This is an optimization exercise on Yosys and OpenROAD, whose aim is small area and a short achievable clock period, not a production implementation.
Function was not checked in any run shown here: the RTL went through the layout flow alone.
Power is estimated from default activity; no workload was simulated.

--- flow/config.mk ---
export PLATFORM = sky130hd
export DESIGN_NAME = exe_stage
export DESIGN_NICKNAME = exe_stage
export VERILOG_FILES = /design/flow/design.v
export SDC_FILE = /design/flow/constraint.sdc
export NUM_CORES = 4
export LEC_CHECK = 0
export CAP_MARGIN = 20
export CORE_MARGIN = 2
export CORE_UTILIZATION = 40
export PLACE_DENSITY = 0.6
export SLEW_MARGIN = 20
--- flow/constraint.sdc ---
create_clock -name core_clock -period 9.0 [get_ports {clk}]
set_input_delay 1.8000 -clock core_clock [delete_from_list [all_inputs] [get_ports {clk}]]
set_output_delay 1.8000 -clock core_clock [all_outputs]
set_load 0.01 [all_outputs]
--- flow/design.v ---
module exe_stage (
	input  wire        clk,
	input  wire        rst,
	input  wire [31:0] instr,
	input  wire [31:0] rs1,
	input  wire [31:0] rs2,
	input  wire [31:0] pc_next,
	output reg  [31:0] result,
	output reg         flag_n,
	output reg         flag_c,
	output reg         flag_v,
	output reg         flag_z,
	output reg         ready,
	output reg         branch,
	output reg  [31:0] target
	);
wire [2:0]  op    = instr[31:29];
wire [4:0]  opula = instr[28:24];
wire [3:0]  cond  = instr[23:20];
wire        bop   = instr[24];
wire [31:0] imm   = {{16{instr[15]}}, instr[15:0]};
wire en   = (op == 3'b001) | (op == 3'b010) | (op[2] & op[1]);
wire pcen = op[2] & (op[1] | op[0]);
wire [31:0] A = rs1;
wire [31:0] B = (op == 3'b010) ? rs2 : imm;
reg  [4:0] sel_q;
reg        rst_q;    
wire       opula_def = ~(opula[4] & (opula[3] | (opula[2] & opula[1] & opula[0])));
wire [4:0] s = opula_def ? opula : sel_q;
reg arith, sub, zb, invb, cin, shl, shr, sg, sp, oi;
always @(*) begin
	arith = 1'b0; sub = 1'b0; zb = 1'b0; invb = 1'b0; cin = 1'b0;
	shl = 1'b0; shr = 1'b0; sg = 1'b0; sp = 1'b0; oi = 1'b0;
	case (s)
		5'd0, 5'd8, 5'd12, 5'd22: begin arith = 1'b1; sp = 1'b1; end                
		5'd1:  begin arith = 1'b1; sp = 1'b1; cin = 1'b1; end                      
		5'd2:  begin arith = 1'b1; sp = 1'b1; cin = 1'b1; zb = 1'b1; end           
		5'd3:  begin arith = 1'b1; sp = 1'b1; sub = 1'b1; invb = 1'b1; end         
		5'd4:  begin arith = 1'b1; sp = 1'b1; sub = 1'b1; invb = 1'b1; cin = 1'b1; end  
		5'd5:  begin arith = 1'b1; sp = 1'b1; sub = 1'b1; invb = 1'b1; zb = 1'b1; end   
		5'd6:  shl = 1'b1;
		5'd7:  shr = 1'b1;
		5'd9:  begin sg = 1'b1; end                                       
		5'd10: begin invb = 1'b1; sg = 1'b1; sp = 1'b1; oi = 1'b1; end    
		5'd11: begin invb = 1'b1; sg = 1'b1; end                          
		5'd13, 5'd15: begin sg = 1'b1; sp = 1'b1; end                     
		5'd14: begin sp = 1'b1; end                                       
		5'd16: begin sg = 1'b1; oi = 1'b1; end                            
		5'd17: begin sp = 1'b1; oi = 1'b1; end                            
		5'd18: begin zb = 1'b1; invb = 1'b1; sp = 1'b1; end               
		5'd19: begin invb = 1'b1; sg = 1'b1; oi = 1'b1; end               
		5'd20: begin invb = 1'b1; sg = 1'b1; sp = 1'b1; end               
		5'd21: begin sg = 1'b1; sp = 1'b1; oi = 1'b1; end                 
		default: ;
	endcase
end
wire [31:0] Bp = (B & {32{~zb}}) ^ {32{invb}};
wire [32:0] sum = {1'b0, A} + {1'b0, Bp} + {32'd0, cin};
wire [31:0] g = A & Bp;
wire [31:0] p = A ^ Bp;
wire [31:0] lu = ((g & {32{sg}}) | (p & {32{sp}})) ^ {32{oi}};
function [31:0] rev32(input [31:0] x);
	integer k;
	for (k = 0; k < 32; k = k + 1) rev32[k] = x[31 - k];
endfunction
wire        big = |B[31:5];
wire [31:0] sh_in = shl ? rev32(A) : A;
wire [31:0] sh = sh_in >> B[4:0];
wire [31:0] shres = big ? 32'd0 : (shl ? rev32(sh) : sh);
wire [31:0] alu = arith ? sum[31:0] : ((shl | shr) ? shres : lu);
wire [31:0] R   = en ? alu : result;
wire ar_en = en & arith;
wire n_d = ar_en ? sum[31] : flag_n;
wire c_d = ar_en ? (sum[32] ^ sub) : flag_c;
wire z_d = en ? ~|alu : (flag_z | rst_q);
wire v_d = arith & (A[31] ^ R[31]) & ((A[31] ^ B[31] ^ ~sub) | (en & zb & (A[31] ^ ~sub)));
wire zq = flag_z | rst_q;
wire v_q = arith & (A[31] ^ result[31]) & (A[31] ^ B[31] ^ ~sub);
reg  br_d;
always @(*) begin
	br_d = branch;
	if (!pcen)
		br_d = 1'b0;
	else if (op[1])
		br_d = 1'b1;
	else
		case (cond)
			4'd0: br_d = flag_n == bop;
			4'd1: br_d = zq == bop;
			4'd2: br_d = flag_c == bop;
			4'd3: br_d = (flag_n | zq) == bop;
			4'd4: br_d = v_q == bop;
			default: ;
		endcase
end
wire [31:0] target_d = pc_next + imm;
always @(posedge clk) begin
	rst_q <= rst;
	if (rst) begin
		result <= 32'd0;
		flag_n <= 1'b0;
		flag_c <= 1'b0;
		flag_v <= 1'b0;
		flag_z <= 1'b0;
		ready  <= 1'b0;
		branch <= 1'b0;
		target <= 32'd0;
		sel_q  <= 5'd18;
	end
	else begin
		result <= R;
		flag_n <= n_d;
		flag_c <= c_d;
		flag_v <= v_d;
		flag_z <= z_d;
		ready  <= en;
		branch <= br_d;
		target <= target_d;
		sel_q  <= s;
	end
end
endmodule
--- flow/run.sh ---
#!/bin/bash
# synth_recipe.tcl (not shown) runs the flow's synth.tcl, then flattens the netlist and writes it again
# the make line also repeats each setting of config.mk as NAME=value (left out here)
make -C /OpenROAD-flow-scripts/flow DESIGN_CONFIG=/design/flow/config.mk WORK_HOME=/design/flow/orfs CLKGATE_MAP_FILE= SYNTH_SCRIPT=/design/flow/synth_recipe.tcl finish
==> impl_table.tex, run 1 <==
\begin{tabular}{lr}
\hline
Metric & Value \\
\hline
\multicolumn{2}{l}{\textbf{GRT}} \\
Via count of the first global-routing pass & 12.1k \\
Antenna violations before repair & 0 \\
Total grt overflow & 0 \\
Total global-route track usage & 0.339 \\
Global-route wire length before repair & 73.8 mm \\
Pin count of the biggest net entering global routing & 73 \\
\multicolumn{2}{l}{\textbf{STA}} \\
Shortest period the worst path allows & 7.93 ns \\
Slew at the pin with the worst max-slew slack & 1.22 ns \\
Worst setup skew after layout & 0.00885 ns \\
Slew Limit Headroom & 0.177 \\
Worst hold margin & 0.454 ns \\
Share of the clock period used by the worst path after layout & 0.881 \\
Final count of pins violating max slew & 0 \\
Number of setup violations in the final report & 0 \\
Fmax achieved & 126 MHz \\
Total negative slack for setup checks & 0 ns \\
RSZ-0062 raised after global routing & no \\
Fin. Hold Viols & 0 \\
\multicolumn{2}{l}{\textbf{Outcome}} \\
Result of the run & finished clean \\
\multicolumn{2}{l}{\textbf{Clock network}} \\
Maximum buffer depth of the clock tree & 2 \\
CTS tree & yes \\
Clock slew at the register clock pins of the worst setup and hold paths & 0.07 ns \\
Setup Fix Bufs, Post-CTS & 0 \\
Total clock buffers created by CTS & 9 \\
PostCTS Resize Cnt & 0 \\
H-Tree Depth & 3 \\
Post-cts hold buffer count & 0 \\
Cell chosen for the clock root & sky130\_fd\_sc\_hd\_\_clkbuf\_16 \\
Later-pin clock latency in the skew report & 0.35 ns \\
Clock Sink Count & 76 \\
\multicolumn{2}{l}{\textbf{Setup path}} \\
Max FO, Critical Path & 31 \\
Crit path kind & in -> reg \\
Critical path endpoint category & register \\
CP Launch Type & input pin \\
R2r endpoint & flag\_v\$\_SDFF\_PP0\_ \\
Worst path required time & 9.28 ns \\
End point of the critical path & flag\_v\$\_SDFF\_PP0\_ \\
Reg-to-reg slack, setup & 2.88 ns \\
R2R depth & 22 \\
Launch instance of the worst register-to-register path & sel\_q[0]\$\_SDFF\_PP0\_ \\
Data arrival, critical path & 8.21 ns \\
Source of the critical timing path & instr[26] \\
\multicolumn{2}{l}{\textbf{Route}} \\
Detailed-route wire length per cell & 24.2 µm \\
DRC & 0 \\
Via count of the routed design & 12.9k \\
Starting DRC count in detailed routing & 1856 \\
Final Routed Wirelength & 48.5 mm \\
Antenna viol nets, final & 0 \\
Detailed-router iteration count before antenna repair & 26 \\
Number of vias per cell & 6.44 \\
\multicolumn{2}{l}{\textbf{Run}} \\
Max\_cap viols & 0 \\
\multicolumn{2}{l}{\textbf{Logic synthesis}} \\
Simple-gate share of the synthesized area & 0.250 \\
Cell type contributing the most total cell area after synthesis & sky130\_fd\_sc\_hd\_\_dfxtp\_1 \\
Ys Warns & 1 \\
EDFF count, synth & 0 \\
Synthesized area & 10700 µm² \\
Post-synthesis async set-or-reset flop share & 0 \\
Top cells by instance count after synthesis & sky130\_fd\_sc\_hd\_\_nor2\_1 (172), sky130\_fd\_sc\_hd\_\_nand2\_1 (157), sky130\_fd\_sc\_hd\_\_a21oi\_1 (125) \\
Area share of the leading cell type in the synthesized netlist & 0.143 \\
Synthesized area per cell & 7.06 µm² \\
Top cells by area, synth & sky130\_fd\_sc\_hd\_\_dfxtp\_1 (14\%), sky130\_fd\_sc\_hd\_\_ha\_1 (8.3\%), sky130\_fd\_sc\_hd\_\_xor2\_1 (6.1\%), sky130\_fd\_sc\_hd\_\_nor2\_1 (6.1\%), sky130\_fd\_sc\_hd\_\_a21oi\_1 (5.9\%) \\
Top\_reg\_cell synth & sky130\_fd\_sc\_hd\_\_dfxtp\_1 \\
Distinct cells, synth & 81 \\
Share of the yosys chip area belonging to registers & 0.143 \\
Adder-Cell Fraction of Synth Area & 0.0890 \\
Register bit count reported by yosys & 76 \\
Share of the synthesized netlist area taken by xor and xnor gates & 0.0904 \\
Fraction of the mapped netlist area in compound gates & 0.325 \\
Fraction of synthesized area in multiplexers & 0.0544 \\
Synthesized netlist net count & 1714 \\
Gate Count Post-Synth & 1510 \\
Main combinational cell family by area after synthesis & compound AO/OA/AOI/OAI gates \\
Top-count cell post-synth & sky130\_fd\_sc\_hd\_\_nor2\_1 \\
\multicolumn{2}{l}{\textbf{Placed design}} \\
Final HPWL DP & 38.8 mm \\
Final estimated routing congestion in global placement & 1.00 \\
Count of port buffers added during placement & 195 \\
Total cell area at the placement stage & 13100 µm² \\
\multicolumn{2}{l}{\textbf{Floorplan}} \\
Row Count & 59 \\
Core area & 26100 µm² \\
Count of pins on the block boundary & 200 \\
Die height & 167 µm \\
Effective utilization at floorplan & 0.408 \\
Die width & 167 µm \\
Die outline area & 28000 µm² \\
\multicolumn{2}{l}{\textbf{Power and ir drop}} \\
Combinational Power Share & 0.661 \\
Share of power burned in the clock network & 0.166 \\
Switching power total & 1.15 mW \\
Worst vdd ir & 0.0827 mV \\
Power Density & 177 nW/µm² \\
Part of the power in registers & 0.173 \\
Total internal power & 1.22 mW \\
Sw Ratio & 0.484 \\
Leakage power of the design & 5.34 nW \\
\multicolumn{2}{l}{\textbf{Final layout}} \\
Nets & 1868 \\
Antenna Cells & 0 \\
Total non-filler cell area in the finished layout & 13400 µm² \\
Share of final-layout standard cells stronger than drive strength 1 & 0.0659 \\
Layout area overhead & 25.5\% \\
Count of filler cells inserted in the layout & 2646 \\
\multicolumn{2}{l}{\textbf{Min path}} \\
Hold/Removal Path Class & reg -> reg \\
\hline
\end{tabular}
==> sequential cells by signal, indices dropped and copies added, names as in the netlist <==
signal and count:
result 32, ready 1, rst_q 1, target 32
branch 1, flag_z 1, flag_c 1, flag_v 1
sel_q 5, flag_n 1
==> routing by layer <==
metal,routed length (µm),vias up,GRT usage
met5,0,-,0
met4,2080,0,0.127
met3,4420,133,0.0659
met2,21300,721,0.534
met1,20700,6056,0.461
li1,-,5987,-
==> cell usage in the layout (no fill, tap or decap), drive strengths merged, types with 15 or more instances in the layout <==
cell type	count
xnor2	36
a21oi	126
nor2	172
clkdlybuf4s50	194
ha	71
o31ai	23
dfxtp	76
mux2i	29
a21o	23
nand4	24
nand2	157
and3	16
nor4	16
and2	15
buf	44
o221ai	19
nor3	32
xor2	74
inv	33
o21ai	64
o211ai	22
nand3	76
a31oi	24
nand2b	23
o22ai	20
a211oi	26
a221oi	17
a22oi	45
==> worst min-delay path by stage <==
| stage | cells past startpoint | to | slack (ns) | from |
|---|---|---|---|---|
| floorplan | 2 | result[16]$_SDFFE_PP0N_ | 0.48 | result[16]$_SDFFE_PP0N_ |
| global placement | 2 | result[6]$_SDFFE_PP0N_ | 0.45 | result[6]$_SDFFE_PP0N_ |
| detailed placement | 2 | result[6]$_SDFFE_PP0N_ | 0.45 | result[6]$_SDFFE_PP0N_ |
| CTS | 2 | result[6]$_SDFFE_PP0N_ | 0.46 | result[6]$_SDFFE_PP0N_ |
| global route | 2 | result[6]$_SDFFE_PP0N_ | 0.47 | result[6]$_SDFFE_PP0N_ |
| finish | 2 | result[6]$_SDFFE_PP0N_ | 0.45 | result[6]$_SDFFE_PP0N_ |
==> critical path, stage by stage <==
cell and delay [ns]:
sky130_fd_sc_hd__clkdlybuf4s50_1 0.59, sky130_fd_sc_hd__a21oi_1 0.10, sky130_fd_sc_hd__o32ai_1 0.54, sky130_fd_sc_hd__inv_1 0.18, sky130_fd_sc_hd__ha_1 0.27, sky130_fd_sc_hd__a21oi_1 0.13
sky130_fd_sc_hd__nor2_1 0.05, sky130_fd_sc_hd__a21oi_1 0.22, sky130_fd_sc_hd__o32ai_4 0.15, sky130_fd_sc_hd__buf_12 0.22, sky130_fd_sc_hd__xor2_1 0.19, sky130_fd_sc_hd__ha_1 0.39
sky130_fd_sc_hd__a222oi_1 0.38, sky130_fd_sc_hd__nor4b_1 0.50, sky130_fd_sc_hd__o21ai_0 0.33, sky130_fd_sc_hd__a31oi_1 0.32, sky130_fd_sc_hd__o211ai_1 0.19, sky130_fd_sc_hd__a41oi_1 0.37
sky130_fd_sc_hd__o211ai_1 0.19, sky130_fd_sc_hd__o311a_1 0.36, sky130_fd_sc_hd__nand3_1 0.11, sky130_fd_sc_hd__mux2i_1 0.12, sky130_fd_sc_hd__or3_1 0.36, sky130_fd_sc_hd__a21oi_1 0.12
==> stage by stage <==
stage | total power [mW] | std cells | worst slack [ns] | utilization
floorplan | 1.36 | 1510 | 1.50 | -
global placement | 1.93 | 1988 | 0.872 | 0.500
detailed placement | 1.93 | 1988 | 0.829 | 0.500
CTS | 2.34 | 2004 | 1.15 | 0.512
global route | 2.50 | 2004 | 0.696 | 0.512
finish | 2.37 | 2004 | 1.07 | 0.512
==> kinds of logic (layout without fill, tap and decap cells) <==
group,count (synthesis),after routing
and+or+nand+nor,572,572
AOI/OAI and AO/OA,505,505
buffers and inverters,125,284
muxes,48,48
DFF,76,76
xor gates and xnor gates,110,110
adders and majority gates,74,74
==> cell type report <==
cell class                      instances  area [µm²]  share of cell area
Clock buffer                            9         225              0.0168
Clock inverter                          7        80.1             0.00599
Inverter                               30         113             0.00842
Multi-Input combinational cell       1309        8720               0.652
Sequential cell                        76        1520               0.114
Tap cell                              335         419              0.0313
Timing Repair Buffer                  238        2290               0.172
==> power groups by stage <==
stage,registers [mW],clock network [mW],logic (mW)
CTS,0.409,0.407,1.52
global placement,0.416,0,1.51
finish,0.409,0.394,1.57
global route,0.415,0.416,1.67
floorplan,0.437,0,0.924
detailed placement,0.416,0,1.51
==> run 2: changes to the inputs <==
==> flow/flow/run.sh (new file) <==
#!/bin/bash
set -o pipefail
cp standard.sh standard_sh.txt
export BUFFER_PORTS_ARGS="-buffer_cell sky130_fd_sc_hd__buf_2"
bash standard.sh > standard.log 2>&1
==> flow/standard.sh (new file) <==
#!/bin/bash
# synth_recipe.tcl (not shown) runs the flow's synth.tcl, then flattens the netlist and writes it again
# the make line also repeats each setting of config.mk as NAME=value (left out here)
make -C /OpenROAD-flow-scripts/flow DESIGN_CONFIG=/design/flow/config.mk WORK_HOME=/design/flow/orfs CLKGATE_MAP_FILE= SYNTH_SCRIPT=/design/flow/synth_recipe.tcl "${@:-finish}"
removed: flow/run.sh
==> impl_table.tex, run 2 <==
\begin{tabular}{lr}
\hline
Metric & Value \\
\hline
\multicolumn{2}{l}{\textbf{STA}} \\
Final WS setup & 0.900 ns (was 1.07 ns) \\
Slew Limit Headroom & 0.203 (was 0.177) \\
Number of setup violations in the final report & 0 (unchanged) \\
Slew at the pin with the worst max-slew slack & 1.20 ns (was 1.22 ns) \\
RSZ-0062 raised after global routing & no (unchanged) \\
Worst setup skew after layout & 0.0122 ns (was 0.00885 ns) \\
Fmax achieved & 123 MHz (was 126 MHz) \\
Total negative slack for setup checks & 0 ns (unchanged) \\
Fin. Hold Viols & 0 (unchanged) \\
Share of the clock period used by the worst path after layout & 0.900 (was 0.881) \\
Worst hold margin & 0.449 ns (was 0.454 ns) \\
Shortest period the worst path allows & 8.10 ns (was 7.93 ns) \\
Final count of pins violating max slew & 0 (unchanged) \\
\multicolumn{2}{l}{\textbf{Logic synthesis}} \\
Register bit count reported by yosys & 76 (unchanged) \\
Top\_reg\_cell synth & sky130\_fd\_sc\_hd\_\_dfxtp\_1 (unchanged) \\
Synthesized area & 10700 µm² (unchanged) \\
Top cells by area, synth & sky130\_fd\_sc\_hd\_\_dfxtp\_1 (14\%), sky130\_fd\_sc\_hd\_\_ha\_1 (8.3\%), sky130\_fd\_sc\_hd\_\_xor2\_1 (6.1\%), sky130\_fd\_sc\_hd\_\_nor2\_1 (6.1\%), sky130\_fd\_sc\_hd\_\_a21oi\_1 (5.9\%) (unchanged) \\
Share of the yosys chip area belonging to registers & 0.143 (unchanged) \\
EDFF count, synth & 0 (unchanged) \\
Cell type contributing the most total cell area after synthesis & sky130\_fd\_sc\_hd\_\_dfxtp\_1 (unchanged) \\
Top-count cell post-synth & sky130\_fd\_sc\_hd\_\_nor2\_1 (unchanged) \\
Synthesized area per cell & 7.06 µm² (unchanged) \\
Ys Warns & 1 (unchanged) \\
Top cells by instance count after synthesis & sky130\_fd\_sc\_hd\_\_nor2\_1 (172), sky130\_fd\_sc\_hd\_\_nand2\_1 (157), sky130\_fd\_sc\_hd\_\_a21oi\_1 (125) (unchanged) \\
Area share of the leading cell type in the synthesized netlist & 0.143 (unchanged) \\
Synthesized netlist net count & 1714 (unchanged) \\
Distinct cells, synth & 81 (unchanged) \\
Gate Count Post-Synth & 1510 (unchanged) \\
Post-synthesis async set-or-reset flop share & 0 (unchanged) \\
\multicolumn{2}{l}{\textbf{Power and ir drop}} \\
Part of the power in registers & 0.181 (was 0.173) \\
Leakage power of the design & 5.38 nW (was 5.34 nW) \\
Worst vdd ir & 0.0814 mV (was 0.0827 mV) \\
Share of power burned in the clock network & 0.174 (was 0.166) \\
Total internal power & 1.14 mW (was 1.22 mW) \\
Combinational Power Share & 0.645 (was 0.661) \\
Power Density & 183 nW/µm² (was 177 nW/µm²) \\
Sw Ratio & 0.494 (was 0.484) \\
Switching power total & 1.11 mW (was 1.15 mW) \\
\multicolumn{2}{l}{\textbf{Placed design}} \\
Count of port buffers added during placement & 195 (unchanged) \\
Final HPWL DP & 36.7 mm (was 38.8 mm) \\
Final estimated routing congestion in global placement & 1.01 (was 1.00) \\
Worst-case setup slack after placement & 0.678 ns (was 0.829 ns) \\
Total cell area at the placement stage & 12000 µm² (was 13100 µm²) \\
\multicolumn{2}{l}{\textbf{Clock network}} \\
Clock slew at the register clock pins of the worst setup and hold paths & 0.07 ns (about the same) \\
H-Tree Depth & 3 (unchanged) \\
Cell chosen for the clock root & sky130\_fd\_sc\_hd\_\_clkbuf\_16 (unchanged) \\
Clock Sink Count & 76 (unchanged) \\
Post-cts hold buffer count & 0 (unchanged) \\
Total clock buffers created by CTS & 9 (unchanged) \\
PostCTS Resize Cnt & 0 (unchanged) \\
CTS tree & yes (unchanged) \\
Maximum buffer depth of the clock tree & 2 (unchanged) \\
Later-pin clock latency in the skew report & 0.34 ns (was 0.35 ns) \\
Setup Fix Bufs, Post-CTS & 0 (unchanged) \\
\multicolumn{2}{l}{\textbf{Floorplan}} \\
Die width & 167 µm (unchanged) \\
Row Count & 59 (unchanged) \\
Count of pins on the block boundary & 200 (unchanged) \\
Core area & 26100 µm² (unchanged) \\
Effective utilization at floorplan & 0.408 (unchanged) \\
Die outline area & 28000 µm² (unchanged) \\
Die height & 167 µm (unchanged) \\
\multicolumn{2}{l}{\textbf{Final layout}} \\
Most common library cell in the layout ignoring fill and taps & sky130\_fd\_sc\_hd\_\_buf\_2 (was sky130\_fd\_sc\_hd\_\_clkdlybuf4s50\_1) \\
Nets & 1858 (was 1868) \\
Layout area overhead & 15.5\% (was 25.5\%) \\
Largest registers & result x32, target x32, sel\_q x5 (unchanged) \\
Total non-filler cell area in the finished layout & 12300 µm² (was 13400 µm²) \\
Share of final-layout standard cells stronger than drive strength 1 & 0.178 (was 0.0659) \\
Commonest cells after routing, fill and taps aside & sky130\_fd\_sc\_hd\_\_buf\_2 (195), sky130\_fd\_sc\_hd\_\_nor2\_1 (172), sky130\_fd\_sc\_hd\_\_nand2\_1 (157) (was sky130\_fd\_sc\_hd\_\_clkdlybuf4s50\_1 (194), sky130\_fd\_sc\_hd\_\_nor2\_1 (172), sky130\_fd\_sc\_hd\_\_nand2\_1 (157)) \\
Core occupancy in the finished layout & 0.471 (was 0.512) \\
Antenna Cells & 0 (unchanged) \\
\multicolumn{2}{l}{\textbf{Setup path}} \\
Cell with the largest stage delay on the worst path & sky130\_fd\_sc\_hd\_\_o32ai\_1 (was sky130\_fd\_sc\_hd\_\_clkdlybuf4s50\_1) \\
Critical path endpoint category & register (unchanged) \\
Worst path required time & 9.29 ns (was 9.28 ns) \\
Slowest stage delay, CP & 0.88 ns (was 0.59 ns) \\
CP Launch Type & input pin (unchanged) \\
Crit path kind & in -> reg (unchanged) \\
R2R depth & 23 (was 22) \\
Launch instance of the worst register-to-register path & sel\_q[0]\$\_SDFF\_PP0\_ (unchanged) \\
Max FO, Critical Path & 14 (was 31) \\
Data arrival, critical path & 8.39 ns (was 8.21 ns) \\
Source of the critical timing path & instr[28] (was instr[26]) \\
\multicolumn{2}{l}{\textbf{GRT}} \\
Antenna violations before repair & 0 (unchanged) \\
Via count of the first global-routing pass & 11.8k (was 12.1k) \\
Global-route wire length before repair & 70.1 mm (was 73.8 mm) \\
Total global-route track usage & 0.321 (was 0.339) \\
Pin count of the biggest net entering global routing & 73 (unchanged) \\
Total grt overflow & 0 (unchanged) \\
\multicolumn{2}{l}{\textbf{Route}} \\
Starting DRC count in detailed routing & 1339 (was 1856) \\
Number of vias per cell & 6.42 (was 6.44) \\
DRC & 0 (unchanged) \\
Final Routed Wirelength & 46.1 mm (was 48.5 mm) \\
Antenna viol nets, final & 0 (unchanged) \\
Via count of the routed design & 12.8k (was 12.9k) \\
Detailed-route wire length per cell & 23.1 µm (was 24.2 µm) \\
Detailed-router iteration count before antenna repair & 16 (was 26) \\
\multicolumn{2}{l}{\textbf{Min path}} \\
Hold path startpoint & result[6]\$\_SDFFE\_PP0N\_ (unchanged) \\
Hold/Removal Path Class & reg -> reg (unchanged) \\
Number of stages on the worst hold path & 2 (unchanged) \\
\multicolumn{2}{l}{\textbf{Outcome}} \\
Result of the run & finished clean (unchanged) \\
\multicolumn{2}{l}{\textbf{Run}} \\
Max\_cap viols & 0 (unchanged) \\
\hline
\end{tabular}
run 2: cell counts after synthesis:
Identical to the previous run, type by type.
run 2: logic make-up after synthesis:
kind of cell,Yosys count,synth area share
buffers and inverters,125,0.0478
and+or+nand+nor,572,0.251
adders and majority gates,74,0.0890
DFF,76,0.143
muxes,48,0.0544
AOI/OAI and AO/OA,505,0.325
xor gates and xnor gates,110,0.0904
run 2: metrics by stage:
stage                     power (mW)  std cells
after floorplan                 1.36       1510
after global placement          1.81       1978
after detailed placement        1.81       1978
after CTS                       2.22       1994
after global routing            2.39       1994
final                           2.25       1994
run 2: final cells by class:
class | count | area [µm²]
fillers | 2738 | 13800
multi-input cells | 1309 | 8720
flip-flops and latches | 76 | 1520
repair buffers | 228 | 1220
well taps | 335 | 419
clock buffers | 10 | 239
inverters | 30 | 113
clock inverters | 6 | 68.8
run 2: critical path, delay by kind of cell:
kind                       cells  cell delay [ns]
xor gates and xnor gates       2             0.33
buffers and inverters          4             0.78
adders and majority gates      2             0.66
and+or+nand+nor                7             1.47
AOI/OAI and AO/OA             10             3.35
run 2: power groups by stage:
stage	clock network (mW)	logic (mW)	registers, mW
floorplan	0	0.924	0.437
detailed placement	0	1.40	0.415
global placement	0	1.40	0.415
global route	0.412	1.56	0.414
CTS	0.404	1.41	0.407
finish	0.392	1.45	0.407
run 2: per-layer routing:
| layer | vias up | global-route usage | share of wire |
|---|---|---|---|
| li1 | 5970 | - | - |
| met3 | 119 | 0.0655 | 0.099 |
| met4 | 0 | 0.147 | 0.048 |
| met1 | 5957 | 0.437 | 0.43 |
| met2 | 752 | 0.488 | 0.43 |
| met5 | - | 0 | 0 |
run 2: path summary, 6_finish.rpt:
path / slack (ns) / end
worst max-delay path: 0.90 / flag_z$_SDFF_PP0_
worst min-delay path: 0.45 / result[6]$_SDFFE_PP0N_
worst max register to register: 2.38 / flag_z$_SDFF_PP0_
worst min register to register: 0.45 / result[6]$_SDFFE_PP0N_

[separate check: timing with driven ports]
No port has a modelled driver above. Below, the same layouts with a new extraction and two added sets of constraints. Step 1 sets driving cells, clkbuf_16 on the clock port and buf_2 on the other inputs (assumed; they add their load-dependent delay and slew). Step 2 moves the port delays by t, midway between the first and last clock arrival at a register: inputs arrive t later, outputs are due t later. That takes back most of the time a late clock gives input paths. Slacks: ideal / step 1 / step 2; pairs: ideal / step 1.
| run | t, ns | setup slack, ns | pins driven straight from the clock port |
|---|---|---|---|
| run 1 | 0.392 | 1.068 / 1.087 / 0.695 | 1 |
| run 2 | 0.395 | 0.900 / 0.930 / 0.536 | 1 |
After both steps setup and hold are still met in every run listed. The setup slack of run 1, which loses most, moves by +0.019 ns with the drivers and by -0.373 ns with both steps.
